What follows belongs to an exercise in optimizing a design on an open flow for a short achievable clock period and few clock cycles; a production flow would make more cautious choices.
Where RTL was checked, it was by simulation tests only, not by an equivalence proof against the original.
No driver is modelled on the clock port, so clocking that relies on it looks cheaper here than on a real chip.

==> run a <==
// CPU
module CPU(clk,
            rst_n,
            wen_D,
            addr_D,
            wdata_D,
            rdata_D,
            addr_I,
            rdata_I);
    input         clk, rst_n ;
    output        wen_D  ;
    output [31:0] addr_D ;
    output [31:0] wdata_D;
    input  [31:0] rdata_D;
    output [31:0] addr_I ;
    input  [31:0] rdata_I;
    localparam [31:0] RESET_PC = 32'h00010000;
    reg  [31:0] pc_f;         
    reg         x_v;
    reg  [4:0]  x_rd;
    reg         x_wr;         
    reg         x_ld, x_st, x_br, x_jalr, x_jrok, x_mul, x_div, x_rem, x_pop;
    reg         x_jlong;      
    reg  [31:0] x_pc;
    reg  [2:0]  x_f3;
    reg         x_pred;       
    reg  [3:0]  x_rdc;        
    reg  [31:0] x_alt;        
    reg  [31:0] x_imm;
    reg  [31:0] x_pass;       
    reg  [31:0] x_rf1, x_rf2;
    reg  [5:0]  x_fa;         
    reg  [5:0]  x_fs;         
    reg  [4:0]  x_fam, x_fsm;   
    reg  [4:0]  x_fad, x_fsd;   
    reg  [4:0]  x_fab, x_fsb;   
    reg         x_issum;      
    reg         x_useimm;
    reg  [5:0]  x_fb;         
    reg  [5:0]  x_op;         
    reg         m_wr;
    reg  [4:0]  m_rd;
    reg         m_ld, m_mul;
    reg  [31:0] m_sum;        
    reg  [31:0] m_oth;        
    reg         m_issum;
    reg         m_jr;         
    reg  [31:0] m_jrt;
    reg  [31:0] m_addr_n;     
    reg  [31:0] m_wdata;
    reg         m_wen;
    reg         w_wr;
    reg  [4:0]  w_rd;
    reg  [31:0] w_res;
    wire [31:0] rf [0:31];
    wire [31:0] fi = rdata_I;
    wire [6:0] opc   = fi[6:0];
    wire [4:0] f_rd  = fi[11:7];
    wire [2:0] f_f3  = fi[14:12];
    wire [4:0] f_rs1 = fi[19:15];
    wire [4:0] f_rs2 = fi[24:20];
    wire f_lui   = (opc == 7'b0110111);
    wire f_auipc = (opc == 7'b0010111);
    wire f_jal   = (opc == 7'b1101111);
    wire f_jalr  = (opc == 7'b1100111);
    wire f_br    = (opc == 7'b1100011);
    wire f_ld    = (opc == 7'b0000011);
  ...
Settings: LEC_CHECK=0, ABC_CLOCK_PERIOD_IN_PS=3500, CAP_MARGIN=20, CELL_PAD_IN_SITES_DETAIL_PLACEMENT=1, CELL_PAD_IN_SITES_GLOBAL_PLACEMENT=2, CORE_MARGIN=2, CORE_UTILIZATION=40, SLEW_MARGIN=20; clock period 12.0 ns.
standard.sh (not shown) runs the stock make flow with config.mk's settings and CLKGATE_MAP_FILE= SYNTH_SCRIPT=/design/flow/synth_recipe.tcl, a recipe that flattens the netlist after the stock synthesis.
==> flow/flow/run.sh <==
#!/bin/bash
# The standard layout (standard.sh, with its synthesis unchanged). The resizer's setup
# repair after clock tree synthesis and after global routing is done in steps (stepped.tcl,
# through ORFS's PRE_CTS_TCL and PRE_GLOBAL_ROUTE_TCL hooks), so that it works towards a
# shorter period than the design's. make's output goes to flow_make.log; ORFS keeps each
# step's log under orfs/logs.
set -euo pipefail
MARGIN=$(cat flow/margin.txt)
HOOK=$(pwd)/flow/stepped.tcl
bash standard.sh SETUP_SLACK_MARGIN=$MARGIN PRE_CTS_TCL=$HOOK PRE_GLOBAL_ROUTE_TCL=$HOOK finish > flow_make.log 2>&1
==> flow/flow/margin.txt <==
7.5
==> flow/flow/stepped.tcl <==
# Sourced through ORFS's PRE_CTS_TCL and PRE_GLOBAL_ROUTE_TCL hooks: replaces the repair step the
# stage then runs (repair_timing_helper), to work towards a shorter period than the design's.
#  1. repair_timing asking for a margin far above reach (big_margin): it improves every
#     endpoint but stalls on the worst one;
#  2. repair_timing with the margin raised in steps from just above the worst slack reached,
#     until the steps stop gaining;
#  3. greedy sizing of the cells on the worst paths (greedy_size, below);
#  4. hold repair, keeping the setup slack reached.
# The stage then legalizes the placement (and, after global routing, reroutes what changed) as
# it does after its own repair.
set ::big_margin 8.2

proc stepped_setup { } {
  set ws [sta::worst_slack -max]
  set m [expr {$ws + 0.05}]
  set idle 0
  for {set i 0} {$i < 60 && $idle < 3} {incr i} {
    repair_timing -setup -setup_margin $m -repair_tns 100 -match_cell_footprint
    set now [sta::worst_slack -max]
    puts [format "stepped repair: margin %.2f -> worst slack %.3f" $m $now]
    if {$now < $ws + 0.01} { incr idle } else { set idle 0 }
    if {$now > $ws} { set ws $now }
    set m [expr {$ws + 0.1}]
  }
}

# the next drive strength of the same cell family, not on the don't-use list
proc gs_bigger { cell } {
  if { ![regexp {^(.*)_([0-9]+)$} $cell -> fam d] } { return "" }
  set best ""
  set bd 1000
  foreach lc [get_lib_cells -quiet ${fam}_*] {
    set n [get_name $lc]
    if { [regexp "^${fam}_(\[0-9\]+)\$" $n -> dd] && $dd > $d && $dd < $bd } {
      if { [info exists ::gs_dont_use($n)] } { continue }
      set best $n
      set bd $dd
    }
  }
  return $best
}

# For each cell driving a point of the worst paths, try the next drive strength and keep it
# if that path's endpoint slack improves and the worst slack does not get worse.
proc greedy_size { npaths rounds } {
  if { [info exists ::env(DONT_USE_CELLS)] } {
    foreach c [get_lib_cells -quiet $::env(DONT_USE_CELLS)] { set ::gs_dont_use([get_name $c]) 1 }
  }
  for { set r 0 } { $r < $rounds } { incr r } {
    set kept 0
    set tried 0
    # names first: path objects do not survive changes to the netlist
    set work {}
    foreach pe [find_timing_paths -path_delay max -group_path_count $npaths -endpoint_path_count 1] {
      set ep [get_full_name [get_property $pe endpoint]]
      if { [string match *RESET_B $ep] || [string match *SET_B $ep] } { continue }
      if { [llength [get_pins -quiet $ep]] == 0 } { continue }
      set insts {}
      foreach pt [get_property $pe points] {
        set pin [get_property $pt pin]
        if { [get_property $pin direction] ne "output" } { continue }
        set inst [get_cells -quiet -of_objects $pin]
        if { [llength $inst] == 0 } { continue }
        lappend insts [get_full_name $inst]
      }
      lappend work [list $ep $insts]
    }
    foreach item $work {
      lassign $item ep insts
      foreach iname $insts {
        set inst [get_cells $iname]
        set cell [get_property $inst ref_name]
        set big [gs_bigger $cell]
        if { $big eq "" } { continue }
        set s0 [get_property [get_pins $ep] slack_max]
        set w0 [sta::worst_slack -max]
        replace_cell $inst $big
        incr tried
        set s1 [get_property [get_pins $ep] slack_max]
        set w1 [sta::worst_slack -max]
        if { $s1 > $s0 + 0.001 && $w1 >= $w0 - 0.0001 } {
          incr kept
        } else {
          replace_cell $inst $cell
        }
      }
    }
    puts [format "greedy_size round %d: kept %d of %d, worst slack %.3f" $r $kept $tried [sta::worst_slack -max]]
    if { $kept == 0 } { break }
  }
}

proc repair_timing_helper { args } {
  repair_timing -setup -setup_margin $::big_margin -repair_tns 100 -match_cell_footprint
  puts [format "stepped repair: margin %.2f -> worst slack %.3f" $::big_margin [sta::worst_slack -max]]
  stepped_setup
  greedy_size 300 8
  stepped_setup
  set ws [sta::worst_slack -max]
  repair_timing -hold -setup_margin [expr {$ws - 0.05}] -hold_margin 0 -match_cell_footprint
  puts [format "stepped repair: after hold repair worst slack %.3f, hold %.3f" [sta::worst_slack -max] [sta::worst_slack -min]]
}
==> run b: changes against run a <==
--- a/flow/design.v
+++ b/flow/design.v
@@ -99,29 +99,29 @@
     wire f_sll = f_opi & (f_f3 == 3'b001);
     wire f_srl = f_opi & (f_f3 == 3'b101) & ~fi[30];
     wire f_sra = f_opi & (f_f3 == 3'b101) & fi[30];
     wire f_slt = f_opi & (f_f3 == 3'b010);
     wire f_add = ~(f_sub | f_sll | f_srl | f_sra | f_slt);
     wire dv_w1 = dv_give & dv_wr & (dv_rd == f_rs1);
     wire dv_w2 = dv_give & dv_wr & (dv_rd == f_rs2);
-    wire [31:0] rf1 = (dvr_v && dvr_rd == f_rs1) ? dvr : (w_wr && w_rd == f_rs1) ? w_res : rf[f_rs1];
-    wire [31:0] rf2 = (dvr_v && dvr_rd == f_rs2) ? dvr : (w_wr && w_rd == f_rs2) ? w_res : rf[f_rs2];
+    wire [31:0] rf1 = (w_wr && w_rd == f_rs1) ? w_res : (dvr_v && dvr_rd == f_rs1) ? dvr : rf[f_rs1];
+    wire [31:0] rf2 = (w_wr && w_rd == f_rs2) ? w_res : (dvr_v && dvr_rd == f_rs2) ? dvr : rf[f_rs2];
     wire hit1_x = x_v & x_wr & (x_rd == f_rs1);
     wire hit2_x = x_v & x_wr & (x_rd == f_rs2);
     wire hit1_m = m_wr & (m_rd == f_rs1);
     wire hit2_m = m_wr & (m_rd == f_rs2);
     wire [4:0] src1 = {hit1_x & ~x_ld & x_issum, hit1_x & ~x_ld & ~x_issum, ~hit1_x & hit1_m,
                        ~hit1_x & ~hit1_m & dv_w1, ~hit1_x & ~hit1_m & ~dv_w1};
     wire [4:0] src2 = {hit2_x & ~x_ld & x_issum, hit2_x & ~x_ld & ~x_issum, ~hit2_x & hit2_m,
                        ~hit2_x & ~hit2_m & dv_w2, ~hit2_x & ~hit2_m & ~dv_w2};
     wire f_dep_x = (f_use1 & hit1_x) | (f_use2 & ~f_st & hit2_x);
     wire dv_pend = dv_busy & ~dv_give;
     wire f_dvhaz = (f_dep_x & x_div) | (f_st & hit2_x & x_div) |
                    (dv_pend & dv_wr & ((f_use1 & (dv_rd == f_rs1)) | (f_use2 & (dv_rd == f_rs2)))) |
-                   (f_div & ((x_v & x_div) | dv_pend));
+                   (f_div & ((x_v & x_div) | dv_busy | dvr_v));
     wire dv_kill_x = f_wr & x_v & x_div & (x_rd == f_rd);      
     wire dv_kill_p = f_wr & dv_pend & (dv_rd == f_rd);        
     wire f_haz   = (f_dep_x & (x_mul | x_ld)) | (f_st & hit2_x & x_mul) | f_dvhaz;
     reg         ra_lv;
     reg  [31:0] ra_pc;
     wire x1_x    = x_v & x_wr & (x_rd == 5'd1);
     wire x1_busy = (m_wr & (m_rd == 5'd1)) | (w_wr & (w_rd == 5'd1)) |
@@ -287,17 +287,21 @@
             dv_y   <= db;
         end
     end
     always @(posedge clk or negedge rst_n) begin
         if (!rst_n) begin
             dvr <= 32'd0; dvr_v <= 1'b0; dvr_rd <= 5'd0;
         end else begin
-            dvr    <= dv_res;
-            dvr_v  <= dv_give & dv_wr & ~(dv_kill_p & f_go);
-            dvr_rd <= dv_rd;
+            if (dv_give) begin
+                dvr    <= dv_res;
+                dvr_v  <= dv_wr & ~(dv_kill_p & f_go);
+                dvr_rd <= dv_rd;
+            end else if (dvr_v & (~w_wr | (w_rd == dvr_rd))) begin
+                dvr_v  <= 1'b0;       
+            end
         end
     end
     wire [119-1:0] mul_rows;
     mul_stage1 mul1(.a(ma), .b(mb), .r(mul_rows));
     assign alu = ({32{x_op[1]}} & diff) | ({32{x_op[2]}} & shl) |
                  ({32{x_op[3]}} & shr) | ({32{x_op[4]}} & sha) |
                  {31'd0, x_op[5] & slt} | ({32{x_pop}} & x_pass);
@@ -402,27 +406,28 @@
             w_wr <= 1'b0; w_rd <= 5'd0; w_res <= 32'd0;
         end else begin
             w_wr  <= m_wr;
             w_rd  <= m_rd;
             w_res <= m_ld ? rdata_D : m_mul ? mul_p : m_res;
         end
     end
+    wire        rf_we = w_wr | dvr_v;
+    wire [4:0]  rf_wa = w_wr ? w_rd : dvr_rd;
+    wire [31:0] rf_wd = w_wr ? w_res : dvr;
     assign rf[0] = 32'd0;
     genvar g;
     generate
         for (g = 1; g < 32; g = g + 1) begin : regs
             localparam [31:0] INIT = (g == 2) ? 32'hbffffff0 : (g == 3) ? 32'h10008000 : 32'd0;
             reg [31:0] q;
             always @(posedge clk or negedge rst_n) begin
                 if (!rst_n)
                     q <= INIT;
-                else if (dvr_v && dvr_rd == g)
-                    q <= dvr;                  
-                else if (w_wr && w_rd == g)
-                    q <= w_res;
+                else if (rf_we && rf_wa == g)
+                    q <= rf_wd;
             end
             assign rf[g] = q;
         end
     endgenerate
 endmodule
 module mul_stage1(input [31:0] a, input [31:0] b, output [118:0] r);
   wire one0 = b[0] ^ 1'b0;
==> flow/flow/run.sh (replaced) <==
#!/bin/bash
# The standard layout (standard.sh, with its synthesis unchanged). The resizer's setup
# repair after clock tree synthesis is done in steps (stepped.tcl, through ORFS's PRE_CTS_TCL
# hook) so that it works towards a shorter period than the design's; the other repairs ask
# for the margin in flow/margin.txt. make's output goes to flow_make.log; ORFS keeps each
# step's log under orfs/logs.
set -euo pipefail
MARGIN=$(cat flow/margin.txt)
HOOK=$(pwd)/flow/stepped.tcl
bash standard.sh SETUP_SLACK_MARGIN=$MARGIN PRE_CTS_TCL=$HOOK finish > flow_make.log 2>&1
==> flow/flow/margin.txt (replaced) <==
7.8
==> flow/flow/stepped.tcl (replaced) <==
# Sourced through ORFS's PRE_CTS_TCL and PRE_GLOBAL_ROUTE_TCL hooks: replaces the repair step the
# stage then runs (repair_timing_helper). A first pass asks for a margin far above reach
# (big_margin), which improves every endpoint but stalls on the worst one; then the setup margin
# is raised in steps from just above the worst slack reached, until the steps stop gaining.
# Hold is repaired last, keeping the setup slack reached.
set ::big_margin 8.2
proc repair_timing_helper { args } {
  repair_timing -setup -setup_margin $::big_margin -repair_tns 100 -match_cell_footprint
  puts [format "stepped repair: margin %.2f -> worst slack %.3f" $::big_margin [sta::worst_slack -max]]
  set ws [sta::worst_slack -max]
  set m [expr {$ws + 0.05}]
  set idle 0
  for {set i 0} {$i < 60 && $idle < 3} {incr i} {
    repair_timing -setup -setup_margin $m -repair_tns 100 -match_cell_footprint
    set now [sta::worst_slack -max]
    puts [format "stepped repair: margin %.2f -> worst slack %.3f" $m $now]
    if {$now < $ws + 0.01} { incr idle } else { set idle 0 }
    if {$now > $ws} { set ws $now }
    set m [expr {$ws + 0.1}]
  }
  repair_timing -hold -setup_margin [expr {$ws - 0.05}] -hold_margin 0 -match_cell_footprint
  puts [format "stepped repair: after hold repair worst slack %.3f, hold %.3f" [sta::worst_slack -max] [sta::worst_slack -min]]
}
==> flow/config.mk (replaced) <==
export PLATFORM = sky130hd
export DESIGN_NAME = CPU
export DESIGN_NICKNAME = CPU
export VERILOG_FILES = /design/flow/design.v
export SDC_FILE = /design/flow/constraint.sdc
export NUM_CORES = 8
export LEC_CHECK = 0
export ABC_CLOCK_PERIOD_IN_PS = 3500
export CAP_MARGIN = 20
export CORE_MARGIN = 2
export CORE_UTILIZATION = 30
export SLEW_MARGIN = 20
==> run summary <==
quantity                                                                          run a                    run b
Result of the run                                             aborted with a tool error  complete, no violations
Last stage reached                                                              5_1_grt                        -
Synth top area share                                                              0.305                    0.324
Vert. Die Dim                                                                    626 um                   701 um
Number of nets produced by synthesis                                              19.5k                    18.4k
Share of synthesized area occupied by flip-flops and latches                      0.315                    0.335
Simple-gate share of the synthesized area                                         0.134                    0.147
Count of cells resized by post-cts repair                                          3309                     3269
Cts bufs inserted                                                                   238                      233
Number of rows in the core area                                                     228                      255
Final Wtd Congestion                                                               1.05                     1.03
Starting density of the core                                                      0.401                    0.302
Fraction of synthesized area in multiplexers                                     0.0795                   0.0205
Number of cells produced by synthesis                                             18.4k                    17.3k
Width of the chip                                                                626 um                   701 um
Placed standard-cell area                                                   163000 um^2              156000 um^2
HPWL after DPL                                                                   675 mm                   616 mm
Testbench counts of run b, summed over its fixed seeds: cycles 58,583.
The RTL of run a was laid out without a check of its function.

-- static timing again, ports no longer ideal --
No port has a modelled driver above. Below, the same layout with a new extraction and two added sets of constraints.
Step 1 (the two cells are an assumption about what drives the block):
set clk [get_ports {clk}]
set_driving_cell -lib_cell sky130_fd_sc_hd__clkbuf_16 $clk
set_driving_cell -lib_cell sky130_fd_sc_hd__buf_2 [delete_from_list [all_inputs] $clk]
Step 2 also shifts input and output timing later by t, the mid clock arrival at the registers, as if the neighbouring blocks saw the same clock.
Slacks: ideal ports / drivers / drivers and shift; pairs: ideal ports / drivers.
run: run b
shift t [ns]: 1.142
slack for setup (ns): 7.301 / 7.301 / 6.343
hold WS [ns]: 0.469 / 0.469 / 0.469
cell pins on the clock port's net: 1
After both steps run b still meets setup and hold. For run b, drivers alone change the setup slack by 0.000 ns; drivers and shift together by -0.958 ns.
